From an optimization exercise on the open Yosys and OpenROAD flow, aimed at small area; shortcuts taken in it are not production practice.
Only simulation tests tie the RTL to the original design; equivalence was not proved.
Power and IR drop assume default switching activity.

// Mitm
module Mitm(
	input wire CLK,
	input wire rst,  
	input wire RX,
	output wire TX,
	output wire C4,  
	output wire C5,  
	input wire C6,  
	input wire C7,  
	output reg LED1
);
reg [1:0] state;
wire green  = ~state[1];
wire normal = ~state[0];
reg grn, fwd_bs, fwd_bg;
wire [7:0] data, bs_data_rx, bg_data_rx;
wire usb_valid, bs_valid, bg_valid;
wire [2:0] usb_idx, bs_idx, bg_idx;
Receiver r_usb(.clk(CLK), .rst(rst), .din(RX), .data(data), .valid(usb_valid));
Receiver r_bs (.clk(CLK), .rst(rst), .din(C6), .data(bs_data_rx), .valid(bs_valid));
Receiver r_bg (.clk(CLK), .rst(rst), .din(C7), .data(bg_data_rx), .valid(bg_valid));
wire [7:0] G = 8'd71;
wire bg_en = green | normal & bs_valid;
wire bs_en = green | normal & bg_valid & ~bs_valid;
Transmitter t_usb(.clk(CLK), .rst(rst), .en(usb_valid), .idx(usb_idx),
	.bit_in(data[usb_idx]), .dout(TX));
Transmitter #(1) t_bs(.clk(CLK), .rst(rst), .en(bs_en), .idx(bs_idx),
	.bit_in(fwd_bs ? bg_data_rx[bs_idx] : grn & G[bs_idx]), .dout(C4));
Transmitter #(1) t_bg(.clk(CLK), .rst(rst), .en(bg_en), .idx(bg_idx),
	.bit_in(fwd_bg ? bs_data_rx[bg_idx] : grn & G[bg_idx]), .dout(C5));
wire cmd = usb_valid & (data[7:4] == 4'b0100) & data[2] & data[1] & (data[3] | data[0]);
always @(posedge CLK) begin
	if (rst) begin
  ...
==> flow/config.mk <==
export PLATFORM = sky130hd
export DESIGN_NAME = Mitm
export DESIGN_NICKNAME = Mitm
export VERILOG_FILES = /design/flow/design.v
export SDC_FILE = /design/flow/constraint.sdc
export NUM_CORES = 4
export LEC_CHECK = 0
export CAP_MARGIN = 20
export CORE_MARGIN = 2
export CORE_UTILIZATION = 60
export CTS_BUF_LIST = sky130_fd_sc_hd__clkbuf_8
export CTS_CLUSTER_DIAMETER = 100
export CTS_CLUSTER_SIZE = 30
export SLEW_MARGIN = 20
==> flow/constraint.sdc <==
create_clock -name core_clock -period 10.0 [get_ports {CLK}]
set_input_delay 2.0000 -clock core_clock [delete_from_list [all_inputs] [get_ports {CLK}]]
set_output_delay 2.0000 -clock core_clock [all_outputs]
set_load 0.01 [all_outputs]
run.sh (not shown) runs the stock make flow with config.mk's settings and CLKGATE_MAP_FILE= SYNTH_SCRIPT=/design/flow/synth_recipe.tcl, a recipe that flattens the netlist after the stock synthesis.
The first run completed without violations.
Then changed:
==> flow/flow/run.sh (new file) <==
#!/bin/bash
# The standard layout, with three changes:
# - synthesis maps the logic with an area-oriented ABC script (flow/synth_area.tcl);
# - clock tree: small clock buffers and no dummy loads on the leaf nets;
# - port buffers: the smallest buffer (repair may still resize it).
set -euo pipefail
export AREA_ABC_SCRIPT="$PWD/flow/abc_area.script"
export CTS_ARGS="-sink_clustering_enable -repair_clock_nets -dont_use_dummy_load -root_buf sky130_fd_sc_hd__clkbuf_8 -buf_list sky130_fd_sc_hd__clkbuf_4 -sink_clustering_size 14 -sink_clustering_max_diameter 60"
export BUFFER_PORTS_ARGS="-buffer_cell sky130_fd_sc_hd__buf_1"
bash standard.sh SYNTH_SCRIPT="$PWD/flow/synth_area.tcl" synth > synth.log 2>&1
bash standard.sh finish > standard.log 2>&1
==> flow/flow/abc_area.script (new file) <==
&get -n
&st
&syn3
&dch -f
&nf -R 1000 -p -F 8 -A 4
&put
topo
==> flow/flow/synth_area.tcl (new file) <==
# synth_recipe.tcl (the standard synthesis) with one change: ABC maps the
# logic with an area-oriented script (abc_area.script beside this file)
# instead of ORFS's delay-oriented one. Registers are mapped before ABC runs,
# so they are the same as in the standard synthesis.
proc synth {args} { yosys synth -nofsm -noshare {*}$args }
proc abc {args} {
  set i [lsearch $args -script]
  if { $i >= 0 } { lset args [expr {$i + 1}] $::env(AREA_ABC_SCRIPT) }
  yosys abc {*}$args
}
source $::env(SCRIPTS_DIR)/synth.tcl
# left out here: clear keep_hierarchy, flatten, clean up, hide names made inside functions, write 1_2_yosys.v
==> flow/standard.sh (new file) <==
#!/bin/bash
# synth_recipe.tcl (not shown) runs the flow's synth.tcl, then flattens the netlist and writes it again
# the make line also repeats each setting of config.mk as NAME=value (left out here)
make -C /OpenROAD-flow-scripts/flow DESIGN_CONFIG=/design/flow/config.mk WORK_HOME=/design/flow/orfs CLKGATE_MAP_FILE= SYNTH_SCRIPT=/design/flow/synth_recipe.tcl "${@:-finish}"
Settings changed: CTS_BUF_LIST sky130_fd_sc_hd__clkbuf_8 to unset, CTS_CLUSTER_DIAMETER 100 to unset, CTS_CLUSTER_SIZE 30 to unset.
removed: flow/run.sh
Effect: Die area shrinks by 6.3%; global-route usage drops by 0.62 points; clock-buffer cell count does not change; final area went down by 7.0%; synthesized cell count goes down by 6.9%.
Then changed:
==> flow/flow/abc_area.script (replaced) <==
strash
dch
map -a
topo
dnsize -c
Clock skew drops by 0.011 ns.
Die area climbs by 1.5%.
Design area climbs by 1.5%.
Critical path depth climbs by 1.
Global-route usage climbs by 1.3 points.
Then changed:
==> flow/flow/run.sh (replaced) <==
#!/bin/bash
# The standard layout, with two changes:
# - clock tree: small clock buffers and no dummy loads on the leaf nets
#   (the design is small and its clock tree needs no balancing loads);
# - port buffers: the smallest buffer (repair may still resize it).
set -euo pipefail
export CTS_ARGS="-sink_clustering_enable -repair_clock_nets -dont_use_dummy_load -root_buf sky130_fd_sc_hd__clkbuf_8 -buf_list sky130_fd_sc_hd__clkbuf_8 -sink_clustering_size 20 -sink_clustering_max_diameter 80"
export BUFFER_PORTS_ARGS="-buffer_cell sky130_fd_sc_hd__buf_1"
bash standard.sh finish > standard.log 2>&1
removed: flow/flow/abc_area.script
removed: flow/flow/synth_area.tcl
The new run finished clean.
Final cell count came out lower by 9.4%.
Utilization came out lower by 1.8 points.
Final area came out higher by 3.2%.
Area after synthesis came out higher by 5.4%.
Routed wire length came out higher by 1.0%.
Then changed:
==> flow/flow/run.sh (replaced) <==
#!/bin/bash
# The standard layout, with three changes:
# - synthesis maps the logic with an area-oriented ABC script (flow/synth_area.tcl);
# - clock tree: small clock buffers and no dummy loads on the leaf nets;
# - port buffers: the smallest buffer (repair may still resize it).
set -euo pipefail
export AREA_ABC_SCRIPT="$PWD/flow/abc_area.script"
export CTS_ARGS="-sink_clustering_enable -repair_clock_nets -dont_use_dummy_load -root_buf sky130_fd_sc_hd__clkbuf_8 -buf_list sky130_fd_sc_hd__clkbuf_4 -sink_clustering_size 14 -sink_clustering_max_diameter 60"
export BUFFER_PORTS_ARGS="-buffer_cell sky130_fd_sc_hd__buf_1"
bash standard.sh SYNTH_SCRIPT="$PWD/flow/synth_area.tcl" synth > synth.log 2>&1
bash standard.sh finish > standard.log 2>&1
==> flow/flow/abc_area.script (new file) <==
strash
dch
map -a
topo
dnsize -c
==> flow/flow/synth_area.tcl (new file) <==
# synth_recipe.tcl (the standard synthesis) with one change: ABC maps the
# logic with an area-oriented script (abc_area.script beside this file)
# instead of ORFS's delay-oriented one. Registers are mapped before ABC runs,
# so they are the same as in the standard synthesis.
proc synth {args} { yosys synth -nofsm -noshare {*}$args }
proc abc {args} {
  set i [lsearch $args -script]
  if { $i >= 0 } { lset args [expr {$i + 1}] $::env(AREA_ABC_SCRIPT) }
  yosys abc {*}$args
}
source $::env(SCRIPTS_DIR)/synth.tcl
# left out here: clear keep_hierarchy, flatten, clean up, hide names made inside functions, write 1_2_yosys.v
Settings changed: CORE_UTILIZATION 60 to 80.
Area after synthesis goes down by a few percent.
Flip-flop and latch count stays the same.
Clock power stays flat.
Critical path depth goes up by 2.
Then changed:
--- a/flow/flow/run.sh
+++ b/flow/flow/run.sh
@@ -8 +8 @@
-export CTS_ARGS="-sink_clustering_enable -repair_clock_nets -dont_use_dummy_load -root_buf sky130_fd_sc_hd__clkbuf_8 -buf_list sky130_fd_sc_hd__clkbuf_4 -sink_clustering_size 14 -sink_clustering_max_diameter 60"
+export CTS_ARGS="-sink_clustering_enable -repair_clock_nets -dont_use_dummy_load -root_buf sky130_fd_sc_hd__clkbuf_8 -tree_buf sky130_fd_sc_hd__clkbuf_4 -buf_list sky130_fd_sc_hd__clkbuf_4 -sink_clustering_size 10 -sink_clustering_max_diameter 40"
Settings changed: CORE_UTILIZATION 80 to 60.
Result: Wire length goes down by 10%; final cell count came out higher by 4.4%; sequential power came out lower by about 0.7%; maximum frequency drops by 1.4%; clock-buffer cell count is unchanged; global-route usage decreases by 10 points.

re-timing with driven ports:
The results above use ideal ports. As a check the final layouts listed here were re-extracted and re-timed, cells and wires unchanged.
Step 1 assumes that a clkbuf_16 drives the clock port and a buf_2 every other input.
Step 2 moves the port delays by t, midway between the first and last clock arrival at a register: inputs arrive t later, outputs are due t later. That takes back most of the time a late clock gives input paths.
a / b / c = no drivers / after step 1 / after step 2; a / b = the first two.
run | t, ns | setup WS [ns] | clock arrival spread, ns | worst slew at a driven data input, ns | pins driven straight from the clock port
the first run | 0.397 | 6.740 / 6.711 / 6.370 | 0.011 / 0.012 | 0.03 | 1
the second run | 0.370 | 6.794 / 6.802 / 6.432 | 0.038 / 0.038 | 0.03 | 1
the third run | 0.380 | 6.828 / 6.837 / 6.457 | 0.018 / 0.018 | 0.03 | 1
the fourth run | 0.377 | 7.087 / 7.097 / 6.720 | 0.021 / 0.020 | 0.03 | 1
the fifth run | 0.385 | 6.871 / 6.882 / 6.497 | 0.026 / 0.026 | 0.03 | 1
the sixth run | 0.380 | 6.828 / 6.837 / 6.457 | 0.018 / 0.018 | 0.03 | 1
After both steps every run listed still meets setup and hold. The setup slack of the fifth run, which loses most, moves by +0.011 ns with the drivers and by -0.374 ns with both steps.
